Background: an optimization exercise with open tools, aiming at small area. Do not read the settings as production practice.
Function was checked by simulation only, so behaviour that the tests miss may differ from the original.
Power and IR drop assume default switching activity.

`design/flow/run.sh`:
```
#!/bin/bash
# synth_recipe.tcl (not shown) runs the flow's synth.tcl, then flattens the netlist and writes it again
# the make line also repeats each setting of config.mk as NAME=value (left out here)
make -C /OpenROAD-flow-scripts/flow DESIGN_CONFIG=/design/flow/config.mk WORK_HOME=/design/flow/orfs CLKGATE_MAP_FILE= SYNTH_SCRIPT=/design/flow/synth_recipe.tcl finish
```
`design/flow/config.mk`:
```
export PLATFORM = sky130hd
export DESIGN_NAME = Tempreture
export DESIGN_NICKNAME = Tempreture
export VERILOG_FILES = /design/flow/design.v
export SDC_FILE = /design/flow/constraint.sdc
export NUM_CORES = 4
export LEC_CHECK = 0
export ABC_AREA = 1
export CAP_MARGIN = 20
export CORE_MARGIN = 2
export CORE_UTILIZATION = 30
export SLEW_MARGIN = 20
```
`design/flow/constraint.sdc`:
```
create_clock -name core_clock -period 25.0 [get_ports {clk}]
set_input_delay 5.0000 -clock core_clock [delete_from_list [all_inputs] [get_ports {clk}]]
set_output_delay 5.0000 -clock core_clock [all_outputs]
set_load 0.01 [all_outputs]
```
`design/flow/design.v`:
```
module clk_1us(clk,rst,cnt,half,tick);
input clk,rst;
output reg [3:0]cnt;
output reg half;
output tick;
assign tick = (cnt==4'd11) && !half;
always @(posedge clk or negedge rst)
	if (!rst)
		begin
		cnt<=4'd0;
		half<=1'b0;
		end
	else if (cnt==4'd11)
		begin
		half<=~half;
		cnt<=4'd0;
		end
	else
		cnt<=cnt+4'd1;
endmodule
module clk_1ms(clk,rst,p23,p0,tick,post);
input clk,rst;
input p23;
input p0;
output tick;
output post;
reg [9:0]cnt;
assign tick = p23 && (cnt==10'd0);
assign post = p0 && (cnt==10'd999);
always @(posedge clk or negedge rst)
	if (!rst)
		cnt<=10'd499;
	else if (p23)
		begin
		if (cnt==10'd0)
			cnt<=10'd999;
		else
			cnt<=cnt-10'd1;
		end
endmodule
module ds18b20_test(clk,rst,ce,ds_in,ds_out,ds_oe,data,Flag_CmdSET);
input clk;
input rst;
input ce;
input ds_in;
output reg ds_out;
output reg ds_oe;
output	reg [11:0]data;
output   reg Flag_CmdSET;
parameter state_0  = 0;
parameter state_1  = 1;
parameter state_2  = 2;
parameter state_3  = 3;
parameter state_4  = 4;
parameter state_5  = 5;
parameter state_6  = 6;
parameter state_7  = 7;
parameter state_8  = 8;
parameter state_9  = 9;
parameter state_10  = 10;
parameter state_11  = 11;
reg [11:0] cnt;
reg [12:0] sr;
reg b1, b2, cy;
wire [1:0] s5 = ds_in + b2 + cy;
reg Flag_Rst;
reg [3:0] Rststate;
task Rst_DS18B20;
	begin
	 case(Rststate)
	 state_0 :
			 begin
			  Flag_Rst <= 0;
			  ds_out <= 1; ds_oe <= 1'b1;
			  cnt <= 0;
			  Rststate <= state_1;
			 end
	 state_1 :
			 begin
			  ds_out <= 0; ds_oe <= 1'b1;
			  if(cnt > 600)
				  begin
					cnt <= 0;
					Rststate <= state_2;
					ds_out <= 1; ds_oe <= 1'b1;
				  end
			  else
				  begin
					cnt <= cnt + 1'b1;
					Rststate <= state_1;
				  end
			 end
	 state_2 :
			 begin
				  if(cnt > 60)
					  begin
						cnt <= 0;
						Rststate <= state_3;
					  end
				  else
					  begin
						cnt <= cnt +1'b1;
						Rststate <= state_2;
					  end
			 end
	 state_3 :
			 begin
			  ds_oe <= 1'b0;
			  Rststate <= state_4;
			 end
	 state_4 :
			 begin
				  if(cnt > 6)
					  begin
						cnt <= 0;
						Rststate <= state_5;
					  end
				  else
					  begin
						cnt <= cnt +1'b1;
						Rststate <= state_4;
					  end
			 end
	 state_5 :
			 begin
				  cnt <= 0;
				  if(ds_in == 1'b0)
						Rststate <= state_6;
				  else
						Rststate <= state_9;
			 end
	 state_6 :
		begin
			if(cnt == 240)
				  begin
					cnt <= 0;
					Rststate <= state_7;
				  end
			  else
				  begin
					cnt <= cnt + 1'b1;
					Rststate <= state_6;
				  end
		end
	 state_7 :
			 begin
			  if(ds_in == 1'b1)
					Rststate <= state_8;
			  else
					Rststate <= state_0;
			 end
	 state_8 :
			 begin
			  Flag_Rst <= 1;
			  cnt <= 0;
			  ds_out <= 1'b1; ds_oe <= 1'b1;
			  Rststate <= state_0;
			 end
	state_9 :
			 begin
				if(cnt > 300)
					begin
					 cnt <= 0;
					 Rststate <= state_0;
					end
				else
					begin
					 cnt <= cnt + 1'b1;
					 Rststate <= state_9;
					end
			end
	 default :
			 begin
			  cnt <= 0;
			  Rststate <= state_0;
			 end
	 endcase
	end
endtask
reg[3:0] i;
reg Flag_Write;
reg[2:0] WrState;
task Write_DS18B20;
	input [7:0] dcmd;
	begin
		 case(WrState)
			 state_0 :
				 begin
					Flag_Write <= 0;
					WrState <= state_1;
					ds_out <= 1'b1; ds_oe <= 1'b1;
					i <= 0;
				 end
			 state_1 :
				 begin
					if(!i[3])
						begin
							wBit_DS18B20(dcmd[i[2:0]]);
							if(Flag_wBit)
								i <= i + 1'b1;
							WrState <= state_1;
						end
					else
						begin
						WrState <= state_2;
						i <= 4'd0;
						end
				 end
			 state_2 :
				begin
				ds_out <= 1'b1; ds_oe <= 1'b1;
				WrState <= state_3;
				end
			 state_3 :
				begin
				WrState <= state_4;
				end
			state_4:
				 begin
				  Flag_Write <= 1'b1;
				  WrState <= state_0;
				 end
			 default :
				 begin
					Flag_Write <= 1'b0;
					WrState<=state_0;
				 end
		 endcase
	end
endtask
reg Flag_wBit;
reg[2:0] WriteBitstate;
task wBit_DS18B20;
input wiBit;
	begin
		 case(WriteBitstate)
		 state_0 :
			 begin
			  Flag_wBit <= 1'b0;
			  ds_out <= 1'b0; ds_oe <= 1'b1;
			  cnt <= 0;
			  WriteBitstate <= state_1;
			 end
		 state_1 :
			 begin
			  if(cnt>15)
				begin
				  cnt<=0;
				  WriteBitstate <= state_2;
				end
			  else
				begin
					cnt<=cnt+1'b1;
					WriteBitstate <= state_1;
				end
			 end
		 state_2 :
			 begin
				ds_out <= wiBit; ds_oe <= 1'b1;
				WriteBitstate <= state_3;
			 end
		 state_3 :
				begin
				  if(cnt >= 60)
					  begin
						cnt <= 0;
						WriteBitstate <= state_4;
					  end
				  else
					  begin
						cnt <= cnt + 1'b1;
						WriteBitstate <= state_3;
					  end
				end
		 state_4 :
			 begin
			 ds_out <= 1; ds_oe <= 1'b1;
			 WriteBitstate <= state_5;
			 end
		 state_5 :
			 begin
			  if(cnt >= 3)
				  begin
					cnt <= 0;
					WriteBitstate <= state_6;
				  end
			  else
				  begin
					cnt <= cnt + 1'b1;
					WriteBitstate <= state_5;
				  end
			 end
		 state_6 :
			 begin
			  Flag_wBit <= 1;
			  cnt <= 0;
			  WriteBitstate <= state_0;
			 end
		 default :
			 begin
			  Flag_wBit <= 0;
			  cnt <= 0;
			  WriteBitstate <= state_0;
			 end
		endcase
	end
endtask
reg[2:0] j;
reg Flag_Read;
reg [1:0] Readstate;
task Read_DS18B20;
	begin
		 case(Readstate)
			 state_0 :
				 begin
				  Flag_Read <= 0;
				  Readstate <= state_1;
				  j <= 0;
				 end
			 state_1 :
				 begin
					  rBit_DS18B20;
					  if(Flag_rBit)
						  begin
								if(j != 3'd7)
									begin
									 j <= j + 1'b1;
									 Readstate <= state_1;
									end
								else
									begin
									 Readstate <= state_2;
									 j <= 0;
									end
						  end
					  else Readstate <= state_1;
				 end
			 state_2 :
				 begin
				  Flag_Read <= 1;
				  Readstate <= state_0;
				 end
			 default :
				 begin
				  Flag_Read <= 0;
				  Readstate <= state_0;
				 end
		 endcase
	end
endtask
reg Flag_rBit;
reg[2:0] ReadBitstate;
task rBit_DS18B20;
	begin
		 case(ReadBitstate)
				 state_0 :
					 begin
					  Flag_rBit <= 1'b0;
					  ds_out <= 1'b0; ds_oe <= 1'b1;
					  cnt <= 0;
					  ReadBitstate <= state_1;
					 end
				 state_1 :
					 begin
						if(cnt >= 2)
							begin
							ds_out <= 1'b1; ds_oe <= 1'b1;
							cnt <= 0;
							ReadBitstate <= state_2;
							end
						else
							begin
							cnt <= cnt + 1'b1;
							ReadBitstate <= state_1;
							end
					 end
				state_2 :
					 begin
					 if(cnt >= 4)
							begin
							ds_oe <= 1'b0;
							cnt <= 0;
							ReadBitstate <= state_3;
							end
						else
							begin
							cnt <= cnt + 1'b1;
							ReadBitstate <= state_2;
							end
					 end
				state_3 :
					 begin
						  if(cnt >= 2)
							  begin
								sr <= {s5[0], sr[12:1]};
								b1 <= ds_in;
								b2 <= b1;
								cy <= s5[1];
								if(ds_in)
									data<=data+1'b1;
								cnt <= 0;
								ReadBitstate <= state_4;
							  end
						  else
								  begin
									cnt <= cnt + 1'b1;
									ReadBitstate <= state_3;
								  end
					 end
				state_4 :
					 begin
					  if(cnt >= 60)
						  begin
							cnt <= 0;
							ReadBitstate <= state_5;
						  end
					  else
						  begin
							cnt <= cnt + 1'b1;
							ReadBitstate <= state_4;
						  end
					 end
				state_5 :
					 begin
					  ds_out <= 1'b1; ds_oe <= 1'b1;
					  Flag_rBit <= 1'b1;
					  cnt <= 0;
					  ReadBitstate <= state_0;
					 end
				default :
					 begin
					  Flag_rBit <= 1'b0;
					  cnt <= 0;
					  ReadBitstate <= state_0;
					 end
		 endcase
	end
endtask
reg [3:0] CmdSETstate;
task CmdSETDS18B20;
	begin
		 case(CmdSETstate)
		 state_0 :
			 begin
			  Flag_CmdSET <= 0;
			  Rst_DS18B20;
			  if(Flag_Rst)
				CmdSETstate <= state_1;
			 end
		 state_1 :
			 begin
			  Write_DS18B20(8'hCC);
			  if(Flag_Write) CmdSETstate <= state_2;
			 end
		 state_2 :
			 begin
			  Write_DS18B20(8'h44);
			  if(Flag_Write) CmdSETstate <= state_3;
			 end
		 state_3 :
		 begin
			  if(cnt == 12'd3513)
				  begin
					cnt <= 0;
					CmdSETstate <= state_5;
				  end
			  else
					cnt <= cnt + 1'b1;
			 end
		 state_5 :
			 begin
				Rst_DS18B20;
				if(Flag_Rst)
					CmdSETstate <= state_6;
			 end
		 state_6 :
			 begin
			  Write_DS18B20(8'hcc);
			  if(Flag_Write) CmdSETstate <= state_7;
			 end
		 state_7 :
			 begin
				Write_DS18B20(8'hbe);
			  if(Flag_Write) CmdSETstate <= state_8;
			 end
		 state_8 :
			 begin
			  Read_DS18B20;
			  if(Flag_Read) CmdSETstate <= state_9;
			 end
		 state_9 :
			 begin
			  Read_DS18B20;
			  if(Flag_Read) CmdSETstate <= state_10;
			 end
		 state_10 :
			 begin
			  data<=sr[11:0];
			  b1<=1'b0;
			  b2<=1'b0;
			  cy<=1'b0;
			  CmdSETstate <= state_11;
			 end
		 state_11 :
			 begin
			  Flag_CmdSET <= 1;
			  CmdSETstate <= state_0;
			 end
		 default :
			 begin
			  Flag_CmdSET <= 0;
			  CmdSETstate <= state_0;
			 end
		 endcase
	end
endtask
always@(posedge clk or negedge rst)
begin
	if(!rst)
	begin
		data <= 12'd0;
		Flag_Rst <= 1'b0;
		Rststate <= 4'd0;
		cnt <= 12'd0;
		i <= 4'd0;
		Flag_Write <= 1'b0;
		WrState <= 3'd0;
		Flag_wBit <= 1'b0;
		WriteBitstate <= 3'd0;
		j <= 3'd0;
		sr <= 13'd0;
		b1 <= 1'b0;
		b2 <= 1'b0;
		cy <= 1'b0;
		Flag_Read <= 1'b0;
		Readstate <= 2'd0;
		Flag_rBit <= 1'b0;
		ReadBitstate <= 3'd0;
		CmdSETstate <= 4'd0;
		Flag_CmdSET <= 1'b0;
		ds_out <= 1'b1;
		ds_oe <= 1'b0;
	end
	else if(ce)
	CmdSETDS18B20;
end
endmodule
module key_rc(clk,rst,ce,post,key1,key2,key3,rise1,rise2,rise3);
input		clk;
input		rst;
input		ce;
input		post;
input		key1;
input		key2;
input		key3;
output	rise1;
output	rise2;
output	rise3;
reg	[3:0]key_state;
reg	[4:0]key_count;
reg	[1:0]key_value;
wire none = key1&key2&key3;
wire first6 = post && (key_state==4'd6);
assign rise1 = first6 && (key_value==2'd1);
assign rise2 = first6 && (key_value==2'd2);
assign rise3 = first6 && (key_value==2'd3);
always @(posedge clk or negedge rst)
	if(!rst)
	begin
		key_state<=4'd0;
		key_count<=5'd0;
		key_value<=2'd0;
	end
	else if(ce)
	begin
		case(key_state)
		4'd0: if(!none) key_state<=4'd1;
		4'd1:
			if(key_count > 20)
				begin
				 key_count <= 0;
				 key_state <= 4'd2;
				end
			else
				 key_count <= key_count + 1'b1;
		4'd2: key_state <= none ? 4'd0 : 4'd3;
		4'd3:
			begin
				if		 ((!key1)&key2&key3)
					key_value<=2'd1;
				else if(key1&(!key2)&key3)
					key_value<=2'd2;
				else if(key1&key2&(!key3))
					key_value<=2'd3;
				else
					key_value<=2'd0;
				key_state<=4'd4;
			end
		4'd4: if(none) key_state<=4'd5;
		4'd7:
			if(key_count > 2)
				begin
				 key_count <= 0;
				 key_state <= 4'd8;
				end
			else
				 key_count <= key_count + 1'b1;
		4'd9: key_state<=4'd0;
		default: key_state<=key_state+4'd1;
		endcase
	end
endmodule
module	data_change(clk,rst,rise1,rise2,rise3,dw_h,dw_t,dw_u,show_flag,flash_flag);
input	clk;
input	rst;
input	rise1;
input	rise2;
input	rise3;
output	reg [3:0]dw_h;
output	reg [3:0]dw_t;
output	reg [3:0]dw_u;
output	reg show_flag;
output	reg	[1:0]flash_flag;
always @(posedge clk or negedge rst)
	if(!rst)
	show_flag<=1'b0;
	else if(rise3)
	show_flag<=~show_flag;
always @(posedge clk or negedge rst)
	if(!rst)
		begin
		dw_h<=4'd2;
		dw_t<=4'd0;
		dw_u<=4'd0;
		end
	else if(rise2 && show_flag)
		case(flash_flag)
		2'd0: dw_u <= (dw_u==4'd9) ? 4'd0 : dw_u+4'd1;
		2'd1: dw_t <= (dw_t==4'd9) ? 4'd0 : dw_t+4'd1;
		2'd2: dw_h <= (dw_h==4'd9) ? 4'd0 : dw_h+4'd1;
		default: ;
		endcase
always @(posedge clk or negedge rst)
	if(!rst)
	flash_flag<=2'b0;
	else if(rise1 && show_flag)
	flash_flag <= (flash_flag==2'd2) ? 2'd0 : flash_flag+2'd1;
endmodule
module led_show(clk,rst,ce,ph_cnt,ph_half,flash_flag,show_flag,cs,dw_h,dw_t,dw_u,data_show,data,sta_p1,sta_p2,p_data,i_data,d_data,pid_show);
input		clk;
input		rst;
input		ce;
input		[3:0]ph_cnt;
input		ph_half;
input		show_flag;
input		[1:0]flash_flag;
input		[11:0]data_show;
input		[3:0]dw_h;
input		[3:0]dw_t;
input		[3:0]dw_u;
input    [6:0]p_data;
input    [6:0]i_data;
input    [6:0]d_data;
input    [1:0]pid_show;
output	reg[3:0]cs;
output	reg[7:0]data;
output   reg[7:0]sta_p1;
output   reg[7:0]sta_p2;
function [7:0] seg;
	input [3:0] v;
	case(v)
		4'd0:seg=8'hC0;
		4'd1:seg=8'hF9;
		4'd2:seg=8'hA4;
		4'd3:seg=8'hB0;
		4'd4:seg=8'h99;
		4'd5:seg=8'h92;
		4'd6:seg=8'h82;
		4'd7:seg=8'hF8;
		4'd8:seg=8'h80;
		4'd9:seg=8'h90;
		default:seg=8'h00;
	endcase
endfunction
reg			pid_lock;
reg			[1:0]cs_count;
reg			[8:0]flash_count;
reg			flash_single_flag;
reg         [9:0]pid_count;
reg         [3:0]sta_p1_in;
reg         [3:0]sta_p2_in;
wire pid_mode = (pid_show!=2'b00) || pid_lock;
wire [6:0] pid_sel = (pid_show==2'd1) ? p_data : (pid_show==2'd2) ? i_data : d_data;
wire [11:0] x = pid_mode ? {5'b00000,pid_sel} : data_show;
wire xb = x[4'd11-ph_cnt];
wire first = (ph_cnt==4'd0);
reg [3:0] r1, r2;
reg [2:0] q2;
wire [3:0] r1_in = first ? 4'd0 : r1;
wire [3:0] r2_in = first ? 4'd0 : r2;
wire [2:0] q2_in = first ? 3'd0 : q2;
wire [4:0] t1 = {r1_in,xb};
wire qb1 = (t1 >= 5'd10);
wire [3:0] r1_nx = qb1 ? t1-5'd10 : t1[3:0];
wire [4:0] t2 = {r2_in,qb1};
wire qb2 = (t2 >= 5'd10);
wire [3:0] r2_nx = qb2 ? t2-5'd10 : t2[3:0];
wire [3:0] q2_nx = {q2_in,qb2};
always @(posedge clk)
	begin
	r1 <= r1_nx;
	r2 <= r2_nx;
	q2 <= q2_nx[2:0];
	end
wire [3:0] t_u = r1_nx;
wire [3:0] t_h = q2_nx;
wire [3:0] pid_tens = r2_nx + (q2_nx[0] ? 4'd10 : 4'd0);
wire [3:0] hund = show_flag ? dw_h : t_h;
wire [7:0] seg_h = (hund==4'd0 || hund==4'd10) ? 8'hFF : seg(hund);
always@(posedge clk or negedge rst)
	if(!rst)
	begin
		cs<=4'd0;
		data<=8'd0;
		sta_p1<=8'd0;
		sta_p2<=8'd0;
		pid_lock<=1'b0;
		cs_count<=2'd0;
		flash_count<=9'd0;
		flash_single_flag<=1'b0;
		pid_count<=10'd0;
		sta_p1_in<=4'd0;
		sta_p2_in<=4'd0;
	end
	else if(ce)
	begin
	if(!pid_mode)
		begin
			cs_count <= (cs_count==2'd2) ? 2'd0 : cs_count+2'd1;
			if(show_flag)
				begin
				if(flash_count==9'd500)
					begin
					flash_count<=0;
					flash_single_flag<=~flash_single_flag;
					end
				else
					flash_count<=flash_count+1'b1;
				end
			case(cs_count)
			2'd0:
				begin
				cs <= (show_flag && flash_flag==2'd2 && !flash_single_flag) ? 4'b1111 : 4'b0111;
				data <= seg_h;
				end
			2'd1:
				begin
				cs <= (show_flag && flash_flag==2'd1 && !flash_single_flag) ? 4'b1111 : 4'b1011;
				data <= show_flag ? (seg(dw_t) ^ 8'h80) : (data ^ 8'h80);
				end
			default:
				begin
				cs <= (show_flag && flash_flag==2'd0 && !flash_single_flag) ? 4'b1111 : 4'b1101;
				data <= seg(show_flag ? dw_u : t_u);
				end
			endcase
			sta_p1<=8'hFF;
			sta_p2<=8'hFF;
		end
	else
		begin
		case(pid_show)
		2'd1: begin cs<=4'b0111; data<=8'h8C; end
		2'd2: begin cs<=4'b0111; data<=8'hCF; end
		2'd3: begin cs<=4'b0111; data<=8'hA1; end
		default: ;
		endcase
		if(pid_show!=2'd0)
			begin
			sta_p1_in<=pid_tens;
			sta_p2_in<=t_u;
			end
		sta_p1<=seg(sta_p1_in);
		sta_p2<=seg(sta_p2_in);
		if(pid_count==10'd1000)
			begin
			pid_count<=0;
			pid_lock<=0;
			end
		else
			begin
			pid_count<=pid_count+1'b1;
			pid_lock<=1;
			end
		end
	end
endmodule
module work_unity(clk,rst,ce,ph_cnt,ph_half,data_changing,dw_h,dw_t,dw_u,ds_data,d_para,heater_open,fan_open,work_c,hl4);
input clk;
input rst;
input ce;
input [3:0]ph_cnt;
input ph_half;
input data_changing;
input [3:0]dw_h;
input [3:0]dw_t;
input [3:0]dw_u;
input	[11:0]ds_data;
input [6:0]d_para;
output reg heater_open;
output reg fan_open;
output reg work_c;
output reg [7:0]hl4;
reg [1:0]contCMD;
reg [12:0]nerr;		 
wire [9:0] dw = dw_h*7'd100 + dw_t*4'd10 + dw_u;
wire [12:0] nd = {1'b0,ds_data} - {3'b000,dw};	 
wire nd_pos = !nd[12] && (nd != 13'd0);
wire eq = (nd == 13'd0);
wire hot = !nd[12] && (nd > 13'd1);
wire far = nd[12] ? (nd < 13'h1FF6) : (nd > 13'd10);
wire [11:0] m = d_para * 5'd25;
wire mb = m[4'd11-ph_cnt];
wire start = (ph_cnt==4'd0) && !ph_half;
reg [13:0] acc;
wire [13:0] addend = mb ? {nerr[12],nerr} : 14'd0;
always @(posedge clk)
	acc <= (start ? 14'd0 : {acc[12:0],1'b0}) + addend;
wire [7:0] hl_d = acc[13] ? 8'd0 : (acc > 14'd250) ? 8'd250 : acc[7:0];
always @(posedge clk or negedge rst)
begin
	if(!rst)
	begin
		heater_open<=0;
		fan_open<=0;
		contCMD<=0;
		work_c<=0;
		nerr<=0;
		hl4<=0;
	end
	else if(ce)
	begin
	if(!data_changing)
		case(contCMD)
		2'd0:
			begin
			work_c<=0;
			fan_open<=0;
			if(far) contCMD<=2'd1;
			end
		2'd1:
			begin
			work_c<=1;
			if(eq) contCMD<=2'd2;
			nerr<=nd;
			if(nd_pos)
				hl4<=0;
			else if(!eq)
				hl4<=8'd250;
			else
				hl4<=hl_d;
			fan_open<=hot;
			heater_open<=!hot;
			end
		2'd2:
			if(!eq) contCMD<=2'd1;
		default: ;
		endcase
	else
		begin
		heater_open<=0;
		contCMD<=0;
		work_c<=0;
		nerr<=0;
		hl4<=0;
		end
	end
end
endmodule
module heatercontrol(clk,rst,ce,heater_open,hl4,heater_con);
input clk;
input rst;
input ce;
input heater_open;
input [7:0]hl4;
output reg heater_con;
reg [9:0]point_now;
always @(posedge clk or negedge rst)
begin
   if(!rst)
      begin
         heater_con<=1'b0;
         point_now<=10'd0;
      end
   else if(ce)
   begin
   if(heater_open)
      begin
	       if(point_now[9:2]<hl4)
				begin
		        point_now<=point_now+10'd1;
		        heater_con<=1;
				end
	       else if(point_now<10'd1010)
		        begin
                 heater_con<=0;
				     point_now<=point_now+10'd1;
              end
		    else
	           begin
	              heater_con<=1;
				     point_now<=10'd0;
				  end
      end
	else
			heater_con<=0;
   end
end
endmodule
module pid_parameter(clk,rst,ce,change_p,k_p,k_i,k_d,p_pa,i_pa,d_pa,pid_show);
input clk;
input rst;
input ce;
input change_p;
input k_p;
input k_i;
input k_d;
output reg [6:0]p_pa;
output reg [6:0]i_pa;
output reg [6:0]d_pa;
output reg [1:0]pid_show;
reg	[3:0]key_state;
reg	[4:0]key_count;
reg	[1:0]key_value;
wire none = k_p&k_i&k_d;
always @(posedge clk or negedge rst)
   if(!rst)
   begin
		p_pa<=7'd70;
		i_pa<=7'd10;
		d_pa<=7'd4;
		pid_show<=2'd0;
		key_state<=4'd0;
		key_count<=5'd0;
		key_value<=2'd0;
   end
   else if(ce && (~change_p))
   begin
		case(key_state)
		4'd0: if(!none) key_state<=4'd1;
		4'd1:
			if(key_count > 20)
				begin
				 key_count <= 0;
				 key_state <= 4'd2;
				end
			else
				 key_count <= key_count + 1'b1;
		4'd2: key_state <= none ? 4'd0 : 4'd3;
		4'd3:
			begin
				if		 ((!k_p)&k_i&k_d)
					key_value<=2'd1;
				else if(k_p&(!k_i)&k_d)
					key_value<=2'd2;
				else if(k_p&k_i&(!k_d))
					key_value<=2'd3;
				key_state<=4'd4;
			end
		4'd4: if(none) key_state<=4'd5;
		4'd5:
			begin
				case(key_value)
				2'd1: begin p_pa<=p_pa+1'b1; pid_show<=2'd1; end
				2'd2: begin i_pa<=i_pa+1'b1; pid_show<=2'd2; end
				2'd3: begin d_pa<=d_pa+1'b1; pid_show<=2'd3; end
				default: ;
				endcase
				key_value<=2'd0;
				key_state<=4'd6;
			end
		4'd6: key_state<=4'd7;
		4'd7:
			if(key_count > 20)
				begin
				 key_count <= 0;
				 key_state <= 4'd8;
				end
			else
				 key_count <= key_count + 1'b1;
		4'd8:
			begin
				pid_show<=2'd0;
				key_state<=4'd9;
			end
		default: key_state<=4'd0;
		endcase
	end
endmodule
module Tempreture(clk,rst,ds_in,ds_out,ds_oe,led,cs,key1,key2,key3,key_p,key_i,key_d,static_p1,static_p2,work_status,show_flag_wire,heater_status,fan_status,heater_control,loopfin);
input		key1,key2,key3,key_p,key_i,key_d;
input		rst;
input		clk;
input		ds_in;
output	ds_out;
output	ds_oe;
output	[3:0]cs;
output	[7:0]led;
output   [7:0]static_p1;
output   [7:0]static_p2;
output   work_status;
output   show_flag_wire;
output   heater_status;
output   fan_status;
output  heater_control;
output loopfin;
wire [3:0]us_cnt;
wire us_half;
wire tick_1us;
wire tick_1ms;
wire [11:0]temp_data;
wire [3:0]dw_h, dw_t, dw_u;
wire [1:0]flash_flag_wire;
wire rise1, rise2, rise3;
wire post_1ms;
wire [7:0]hl4;
wire [6:0]P_PARA;
wire [6:0]I_PARA;
wire [6:0]D_PARA;
wire [1:0]pid_show_wire;
wire loopfin_rise = loopfin && us_half && (us_cnt==4'd0);
clk_1us U1(
			.clk(clk),
			.rst(rst),
			.cnt(us_cnt),
			.half(us_half),
			.tick(tick_1us)
			);
clk_1ms U2(
			.clk(clk),
			.rst(rst),
			.p23(us_half && (us_cnt==4'd11)),
			.p0(!us_half && (us_cnt==4'd0)),
			.tick(tick_1ms),
			.post(post_1ms)
			);
ds18b20_test U3(
				.clk(clk),
				.rst(rst),
				.ce(tick_1us),
				.ds_in(ds_in),
				.ds_out(ds_out),
				.ds_oe(ds_oe),
				.data(temp_data),
				.Flag_CmdSET(loopfin)
				);
key_rc	U4(
			.clk(clk),
			.rst(rst),
			.ce(tick_1ms),
			.post(post_1ms),
			.key1(key1),
			.key2(key2),
			.key3(key3),
			.rise1(rise1),
			.rise2(rise2),
			.rise3(rise3)
			);
data_change	U5(
				.clk(clk),
				.rst(rst),
				.rise1(rise1),
				.rise2(rise2),
				.rise3(rise3),
				.dw_h(dw_h),
				.dw_t(dw_t),
				.dw_u(dw_u),
				.show_flag(show_flag_wire),
				.flash_flag(flash_flag_wire)
				);
led_show	U6(
			.clk(clk),
			.rst(rst),
			.ce(tick_1ms),
			.ph_cnt(us_cnt),
			.ph_half(us_half),
			.flash_flag(flash_flag_wire),
			.show_flag(show_flag_wire),
			.cs(cs),
			.dw_h(dw_h),
			.dw_t(dw_t),
			.dw_u(dw_u),
			.data_show(temp_data),
			.data(led),
			.sta_p1(static_p1),
			.sta_p2(static_p2),
			.p_data(P_PARA),
			.i_data(I_PARA),
			.d_data(D_PARA),
			.pid_show(pid_show_wire)
			);
work_unity U7(
			.clk(clk),
			.rst(rst),
			.ce(loopfin_rise),
			.ph_cnt(us_cnt),
			.ph_half(us_half),
			.data_changing(show_flag_wire),
			.dw_h(dw_h),
			.dw_t(dw_t),
			.dw_u(dw_u),
			.ds_data(temp_data),
			.d_para(D_PARA),
			.heater_open(heater_status),
			.fan_open(fan_status),
			.work_c(work_status),
			.hl4(hl4)
			);
heatercontrol U8(
			.clk(clk),
			.rst(rst),
			.ce(tick_1us),
			.heater_open(heater_status),
			.hl4(hl4),
			.heater_con(heater_control)
			);
pid_parameter U9(
			.clk(clk),
			.rst(rst),
			.ce(tick_1ms),
			.change_p(show_flag_wire),
			.k_p(key_p),
			.k_i(key_i),
			.k_d(key_d),
			.p_pa(P_PARA),
			.i_pa(I_PARA),
			.d_pa(D_PARA),
			.pid_show(pid_show_wire)
			);
endmodule
```
==> results by group, run 1 <==
Floorplan
  • Top Ports: 45
  • Die Area: approximately 0.062 mm2
  • Die W: 248 um
  • Core Rows: 89
  • Core Region: 0.0590 mm2
  • Die height: ~250 um
  • Initial Util: between 30 and 40%

Critical path
  • Endpoint class of the critical path: output port
  • Max incr delay on CP: roughly 600 ps
  • Worst-path cell chain: buf_4 -> clkdlybuf4s50_1
  • Critical path class: reg2out
  • Critical Path Fanout Max: 20
  • Family with the most delay on the worst path: buffers and inverters
  • Critical path buffers and inverters: 2
  • Startpoint Class: flip-flop
  • CP max stage cell: clkdlybuf4s50_1
  • Required @ worst endpoint: around 20000 ps
  • CP arrival: about 1800 ps

Cells and area
  • Share of layout cells above drive strength 1: slightly below 7%
  • Nets: between 2000 and 3000
  • Area Growth Syn to Fin: 14.2%
  • Antenna diodes: 0
  • Filler cells: 6095
  • Design area: slightly above 0.02 mm2

STA
  • Fmax achieved: 0.148 GHz
  • Final Hold Fails: 0
  • Worst-margin pin slew: 959 ps
  • Max-slew violations: 0
  • Setup TNS: 0 ps
  • Slew HR: 36.0%
  • RSZ-0062 raised after global routing: false
  • Crit share post-route: 27.1%
  • Worst setup margin: approximately 18000 ps
  • Crit path time final: 6770 ps
  • Layout Skew: 24.9 ps
  • Final Setup Violations: 0

Detailed routing
  • Post-route ant nets: 0
  • Vias per Instance: roughly 4.7
  • Iter 0 DRT Violations: between 1000 and 1500
  • DRC violations left: 0
  • Wire length per cell: between 10 and 15 um
  • Vias: approximately 15000
  • First-pass DRT Iterations: 7
  • Total wire length: around 42000 um

Power and ir drop
  • Reg power frac: 44.1%
  • Leakage: 9.70 nW
  • Sw Share: approximately 22%
  • Power, Total: about 0.00099 W
  • Clock power frac: between 50% and 60%
  • P_sw: around 0.00022 W
  • Logic gate share of total power: under 10%
  • PD cells: around 50 mW/mm2
  • Worst IR drop on VDD: around 44 uV
  • Pint: just under 0.0008 W

Logic synthesis
  • Avg Synthesized Cell Area: 7.70 um2
  • Synthesized area: between 0.015 and 0.02 mm2
  • Commonest cells in the netlist: inv_1 (397), nand2_1 (384), dfrtp_1 (230)
  • Post-synth EDFFs: 0
  • Most common cell in the synthesized netlist: inv_1
  • Synth warnings: 9
  • Commonest register cell after synthesis: dfrtp_1
  • Synth area leaders: dfrtp_1 (32%), ha_1 (10%), inv_1 (8.3%)
  • Syn Nets: 2485
  • Mapped Cells: about 2300
  • Yosys top cell area share: about 32%
  • Sequential fraction of the synthesis area: 37.2%
  • FF+latch count, synth: 270
  • Netlist cell types: between 60 and 70
  • Cell taking the most area after synthesis: dfrtp_1
  • Ys async rst share: roughly nine tenths

Worst hold path
  • Hold WC Path Type: reg2reg

Global route
  • Number of global-route vias before repair: around 14000
  • Gr ovfl total: 0
  • Largest net degree at the start of global routing: 108
  • First-pass GRT wire length: 71400 um
  • Antenna violations before repair: 0
  • Total GRT Usage: between 10% and 20%

Clock network
  • CTS Sinks: 270
  • CTS tree: built
  • H-tree depth: 2
  • Root Buffer: clkbuf_16
  • CTS Hold Bufs: 0
  • Max clock buf depth: 3
  • Clock edge transition at the registers on the reported setup and hold paths: approximately 60 ps
  • Post-CTS Setup Inserts: 0
  • Clk Latency, worst-skew pair: around 550 ps
  • Post-CTS resize count: 0
  • CTS buffer count: 35

Run
  • Max-capacitance violation count: 0

Placed design
  • Port Buffers: 44
  • Place WS: ~18000 ps
  • Area post-placement: 0.0192 mm2
  • GP Congestion: between 0.8 and 0.9
  • Detailed placement HPWL: 31400 um

Status
  • Status: finished clean
power groups by stage:
stage,logic [W],registers [W],clock network [W]
final,0.0000133,0.000437,0.000541
after global routing,0.0000159,0.000437,0.000576
after CTS,0.0000142,0.000437,0.000556
after detailed placement,0.0000141,0.000445,0
after global placement,0.0000140,0.000445,0
after floorplan,0.00000290,0.000445,0
final timing paths:
check | startpoint | to | slack [ps] | cells past startpoint
setup / recovery | U5.show_flag | show_flag_wire | 18230 | 2
hold / removal | U6.q2[0] | U6.q2[1] | 430 | 2
setup reg to reg | U9.d_pa[2] | U7.acc[13] | 18980 | 39
hold reg to reg | U6.q2[0] | U6.q2[1] | 430 | 2
max in group asynchronous | rst | U4.key_count[2] | 18990 | 2
min in group asynchronous | rst | U9.key_state[0] | 4530 | 1
worst reg2reg max path: cells and delay by family (launching register included):
| kind | cells | cell delay, ps |
|---|---|---|
| xor+xnor | 1 | 150 |
| fa+ha+maj | 6 | 2000 |
| buf+inv | 5 | 240 |
| simple gates | 18 | 1730 |
| flops | 1 | 580 |
| compound gates | 9 | 1240 |
area by class of cell:
| class | count | area [um2] | share of cell area [%] |
|---|---|---|---|
| tap | 773 | 967 | 4.74 |
| timing repair buffer | 51 | 498 | 2.44 |
| clock inverter | 14 | 264 | 1.29 |
| sequential | 270 | 6650 | 32.6 |
| inverter | 412 | 1550 | 7.58 |
| clock buffer | 50 | 962 | 4.71 |
| multi-input combinational | 1606 | 9530 | 46.7 |
metrics by stage:
stage / hold slack, ps / cells / utilization [%]
5_1_grt: 457 / 3176 / 34.6
4_1_cts: 430 / 3176 / 34.6
6_report: 430 / 3176 / 34.6
3_5_place_dp: 423 / 3112 / 32.5
2_1_floorplan: 405 / 2321 / -
3_3_place_gp: 425 / 3112 / 32.5
metal layers:
layer  vias to the layer above  GRT usage, %  part of all wire, %
met3                        62          2.25                  3.8
met5                         -             0                    0
met2                       249          23.5                   46
li1                       7738             -                    -
met1                      6906          18.6                   48
met4                         0          3.82                  2.3
logic make-up (layout without fill, tap and decap cells):
logic type | after synthesis | in the layout | synth area share [%]
XOR/XNOR | 77 | 77 | 3.77
AND/OR/NAND/NOR | 921 | 921 | 23.1
flip-flops | 270 | 270 | 37.2
adder cells (fa/ha/maj) | 155 | 155 | 11.3
AO/OA/AOI/OAI | 447 | 447 | 14.7
buffers and inverters | 445 | 527 | 9.53
multiplexers | 6 | 6 | 0.371
sequential cells by signal (all words and copies together) (netlist names), 5 cells and up:
| signal | flops |
|---|---|
| U9.d_pa | 7 |
| U4.key_count | 5 |
| U9.key_count | 5 |
| U6.pid_count | 10 |
| U3.sr | 13 |
| U6.data | 8 |
| U6.sta_p2 | 8 |
| U9.p_pa | 7 |
| U7.hl4 | 8 |
| U8.point_now | 10 |
| U3.data | 12 |
| U3.cnt | 12 |
| U7.acc | 14 |
| U6.sta_p1 | 8 |
| U2.cnt | 10 |
| U7.nerr | 13 |
| U9.i_pa | 7 |
| U6.flash_count | 9 |
layout by cell type (no fill, tap or decap), drive strengths merged, types with 17 or more instances in the layout:
cell type,count
a21oi,121
ha,145
nand4,28
o211ai,20
nor3,68
o22ai,25
nor2,236
clkbuf,50
nand3,154
xnor2,17
dfrtp,230
dfxtp,25
inv,413
xor2,60
o21ai,191
nand2,395
clkdlybuf4s50,43
==> inputs of run 2 (changes only) <==
--- a/design/flow/config.mk
+++ b/design/flow/config.mk
@@ -8,5 +8,7 @@
 export ABC_AREA = 1
 export CAP_MARGIN = 20
 export CORE_MARGIN = 2
-export CORE_UTILIZATION = 30
+export CORE_UTILIZATION = 60
+export CTS_BUF_LIST = sky130_fd_sc_hd__clkbuf_4 sky130_fd_sc_hd__clkbuf_2
+export PLACE_DENSITY = 0.7
 export SLEW_MARGIN = 20
==> run 2 against run 1 <==
Hold slack worse by 5.7 ps. Still clean. Die area down 49%. Global-route usage up 13 points. Register-to-register slack worse by 20 ps. Sequential share of layout area up 1.1 points. Sequential power about the same. Critical path depth down 1. Clock power down 23%. Cell area down 3.4%. Final cell count down 9.6%. Maximum frequency up 0.37%. Utilization up 32 points.
==> results by group, run 2 <==
Clock network
  • Clock edge transition at the registers on the reported setup and hold paths: 70 ps (was 60 ps)
  • CTS Sinks: 270 (unchanged)
  • H-tree depth: 3 (was 2)
  • Post-CTS resize count: 0 (unchanged)
  • CTS buffer count: 75 (was 35)
  • CTS tree: built (unchanged)
  • Root Buffer: clkbuf_4 (was clkbuf_16)
  • Post-CTS Setup Inserts: 0 (unchanged)
  • Clk Latency, worst-skew pair: 720 ps (was 550 ps)
  • Max clock buf depth: 3 (unchanged)
  • CTS Hold Bufs: 0 (unchanged)

Logic synthesis
  • Commonest cells in the netlist: inv_1 (397), nand2_1 (384), dfrtp_1 (230) (unchanged)
  • Sequential fraction of the synthesis area: 37.2% (unchanged)
  • Commonest register cell after synthesis: dfrtp_1 (unchanged)
  • FF+latch count, synth: 270 (unchanged)
  • Post-synth EDFFs: 0 (unchanged)
  • Avg Synthesized Cell Area: 7.70 um2 (unchanged)
  • Cell taking the most area after synthesis: dfrtp_1 (unchanged)
  • Syn Nets: 2485 (unchanged)
  • Yosys top cell area share: 32.2% (unchanged)
  • Netlist cell types: 69 (unchanged)
  • Synth area leaders: dfrtp_1 (32%), ha_1 (10%), inv_1 (8.3%) (unchanged)
  • Synthesized area: 0.0179 mm2 (unchanged)
  • Mapped Cells: 2321 (unchanged)
  • Most common cell in the synthesized netlist: inv_1 (unchanged)
  • Ys async rst share: 90.7% (unchanged)
  • Synth warnings: 9 (unchanged)

Worst hold path
  • Hold WC Path Type: reg2reg (unchanged)

Global route
  • Largest net degree at the start of global routing: 118 (was 108)
  • Total GRT Usage: 27.3% (was 14.0%)
  • Antenna violations before repair: 2 (was 0)
  • Number of global-route vias before repair: 15200 (was 14400)
  • Gr ovfl total: 0 (unchanged)
  • First-pass GRT wire length: 70700 um (was 71400 um)

STA
  • Worst-margin pin slew: 988 ps (was 959 ps)
  • Layout Skew: 66.6 ps (was 24.9 ps)
  • RSZ-0062 raised after global routing: false (unchanged)
  • Crit path time final: 6740 ps (was 6770 ps)
  • Crit share post-route: 27.0% (was 27.1%)
  • Fmax achieved: 0.148 GHz (about the same)
  • Setup TNS: 0 ps (unchanged)
  • Final Hold Fails: 0 (unchanged)
  • Slew HR: 34.1% (was 36.0%)
  • Final Setup Violations: 0 (unchanged)
  • Max-slew violations: 0 (unchanged)

Detailed routing
  • Vias per Instance: 5.44 (was 4.71)
  • Vias: 15600 (was 15000)
  • Wire length per cell: 14.4 um (was 13.3 um)
  • DRC violations left: 0 (unchanged)
  • Total wire length: 41400 um (was 42300 um)
  • Iter 0 DRT Violations: 909 (was 1022)
  • Post-route ant nets: 0 (unchanged)
  • First-pass DRT Iterations: 5 (was 7)

Critical path
  • Critical path class: reg2out (unchanged)
  • Family with the most delay on the worst path: flip-flops (was buffers and inverters)
  • Max incr delay on CP: 520 ps (was 600 ps)
  • CP max stage cell: dfstp_2 (was clkdlybuf4s50_1)
  • Critical Path Fanout Max: 2 (was 20)
  • Required @ worst endpoint: 20000 ps (about the same)
  • Endpoint class of the critical path: output port (unchanged)
  • Worst-path cell chain: clkdlybuf4s50_1 (was buf_4 -> clkdlybuf4s50_1)
  • CP arrival: 1740 ps (was 1770 ps)
  • Critical path buffers and inverters: 1 (was 2)
  • Startpoint Class: flip-flop (unchanged)

Cells and area
  • Most flop-heavy register: U7.acc (unchanged)
  • Seq. cell area: 0.00665 mm2 (unchanged)
  • Largest registers: U7.acc: 14 flops, U3.sr: 13 flops, U7.nerr: 13 flops (unchanged)
  • Max reg flops: 14 (unchanged)
  • Most frequent cells in the layout: inv_1 (397), nand2_1 (384), dfrtp_1 (230), nor2_1 (220), o21ai_0 (183) (unchanged)
  • Share of layout cells above drive strength 1: 9.52% (was 6.78%)
  • Filler cells: 2627 (was 6095)
  • Multi-input logic area: 0.00953 mm2 (unchanged)
  • Commonest non-fill, non-tap cell in the layout: inv_1 (unchanged)
  • Nets: 2581 (was 2540)
  • Area Growth Syn to Fin: 10.3% (was 14.2%)
  • Design area: 0.0197 mm2 (was 0.0204 mm2)

Floorplan
  • Die Area: 0.0312 mm2 (was 0.0616 mm2)
  • Core Region: 0.0295 mm2 (was 0.0590 mm2)
  • Die height: 177 um (was 248 um)
  • Initial Util: 60.7% (was 30.3%)
  • Core Rows: 63 (was 89)
  • Die W: 177 um (was 248 um)
  • Top Ports: 45 (unchanged)

Status
  • Status: finished clean (unchanged)

Placed design
  • Port Buffers: 44 (unchanged)
  • GP Congestion: 0.883 (was 0.868)
  • Area post-placement: 0.0187 mm2 (was 0.0192 mm2)
  • Detailed placement HPWL: 30900 um (was 31400 um)

Power and ir drop
  • PD cells: 44.1 mW/mm2 (was 48.5 mW/mm2)
  • Leakage: 9.70 nW (about the same)
  • Worst IR drop on VDD: 40.4 uV (was 43.8 uV)
  • Power, Total: 0.000869 W (was 0.000991 W)

Run
  • Max-capacitance violation count: 0 (unchanged)
## run 2: cell families (layout without fill, tap and decap cells)
group           count (synthesis)  after routing  share of synthesized area (%)
compound gates                447            447                           14.7
xor+xnor                       77             77                           3.77
fa+ha+maj                     155            155                           11.3
buf+inv                       445            603                           9.53
flops                         270            270                           37.2
mux                             6              6                          0.371
other cells                     0              3                              0
simple gates                  921            921                           23.1
## run 2: worst min-delay path: cells and delay by family (launching register included)
family | cells | cell delay, ps
simple gates | 1 | 40
flops | 1 | 300
buf+inv | 1 | 60
## run 2: final cells by class
class,instances,share of cell area (%)
Clock buffer,112,4.26
Sequential cell,270,33.7
Tap cell,390,2.47
Inverter,412,7.84
Clock inverter,27,0.793
Timing Repair Buffer,52,2.56
Multi-Input combinational cell,1606,48.3
Antenna cell,3,0.0381
## run 2: metal layers
metal | GRT usage (%) | routed length (um) | vias to the layer above
li1 | - | - | 7866
met1 | 37.4 | 19400 | 7326
met2 | 44.2 | 19000 | 347
met3 | 4.60 | 2040 | 81
met4 | 8.92 | 920 | 2
met5 | 0 | 13 | -
## run 2: per-stage QoR
| stage | hold slack [ps] | worst slack, ps | std cells | util (%) |
|---|---|---|---|---|
| 2_1_floorplan | 405 | 19040 | 2321 | - |
| 3_3_place_gp | 418 | 18340 | 2730 | 63.5 |
| 3_5_place_dp | 428 | 18280 | 2730 | 63.5 |
| 4_1_cts | 412 | 18210 | 2869 | 66.9 |
| 5_1_grt | 438 | 18200 | 2872 | 66.9 |
| 6_report | 425 | 18260 | 2872 | 66.9 |
## run 2: path summary, 6_finish.rpt
kind | depth (start not counted) | slack (ps) | end | start
setup / recovery | 1 | 18260 | ds_out | U3.ds_out
hold / removal | 2 | 420 | U6.q2[1] | U6.q2[0]
setup reg to reg | 39 | 18960 | U7.acc[13] | U9.d_pa[2]
hold reg to reg | 2 | 420 | U6.q2[1] | U6.q2[0]
max in group asynchronous | 2 | 19190 | U6.sta_p2_in[2] | rst
min in group asynchronous | 1 | 4320 | U6.sta_p2[7] | rst
## run 2: where the power goes
group	leakage [nW]	switching [W]	internal (W)	total, W
Sequential	3.33	0.000000291	0.000436	0.000437
Clock	0.590	0.000200	0.000218	0.000419
Combinational	5.78	0.0000103	0.00000278	0.0000131
Total	9.70	0.000211	0.000658	0.000869

-- static timing again, ports no longer ideal --
Ports are ideal in the flow. The routed layouts listed here were re-timed in OpenROAD.
Step 1, drivers: a clkbuf_16 drives clk and a buf_2 each remaining input, both assumed.
Step 2 times the ports against the registers' clock, not the clock port: input delays grow and output delays shrink by t, the midpoint of the rising clock arrivals with the driver on.
Three values: no drivers, after step 1, after step 2; two values: the first two.
run | t (ns) | slack for setup (ns) | worst setup path at the end
run 1 | 0.589 | 18.231 / 18.180 / 18.228 | input to register
run 2 | 0.732 | 18.256 / 18.210 / 18.242 | input to register
After both steps setup and hold are still met in every run listed. For run 2, which loses most, drivers alone change the setup slack by -0.046 ns; drivers and shift together by -0.014 ns.
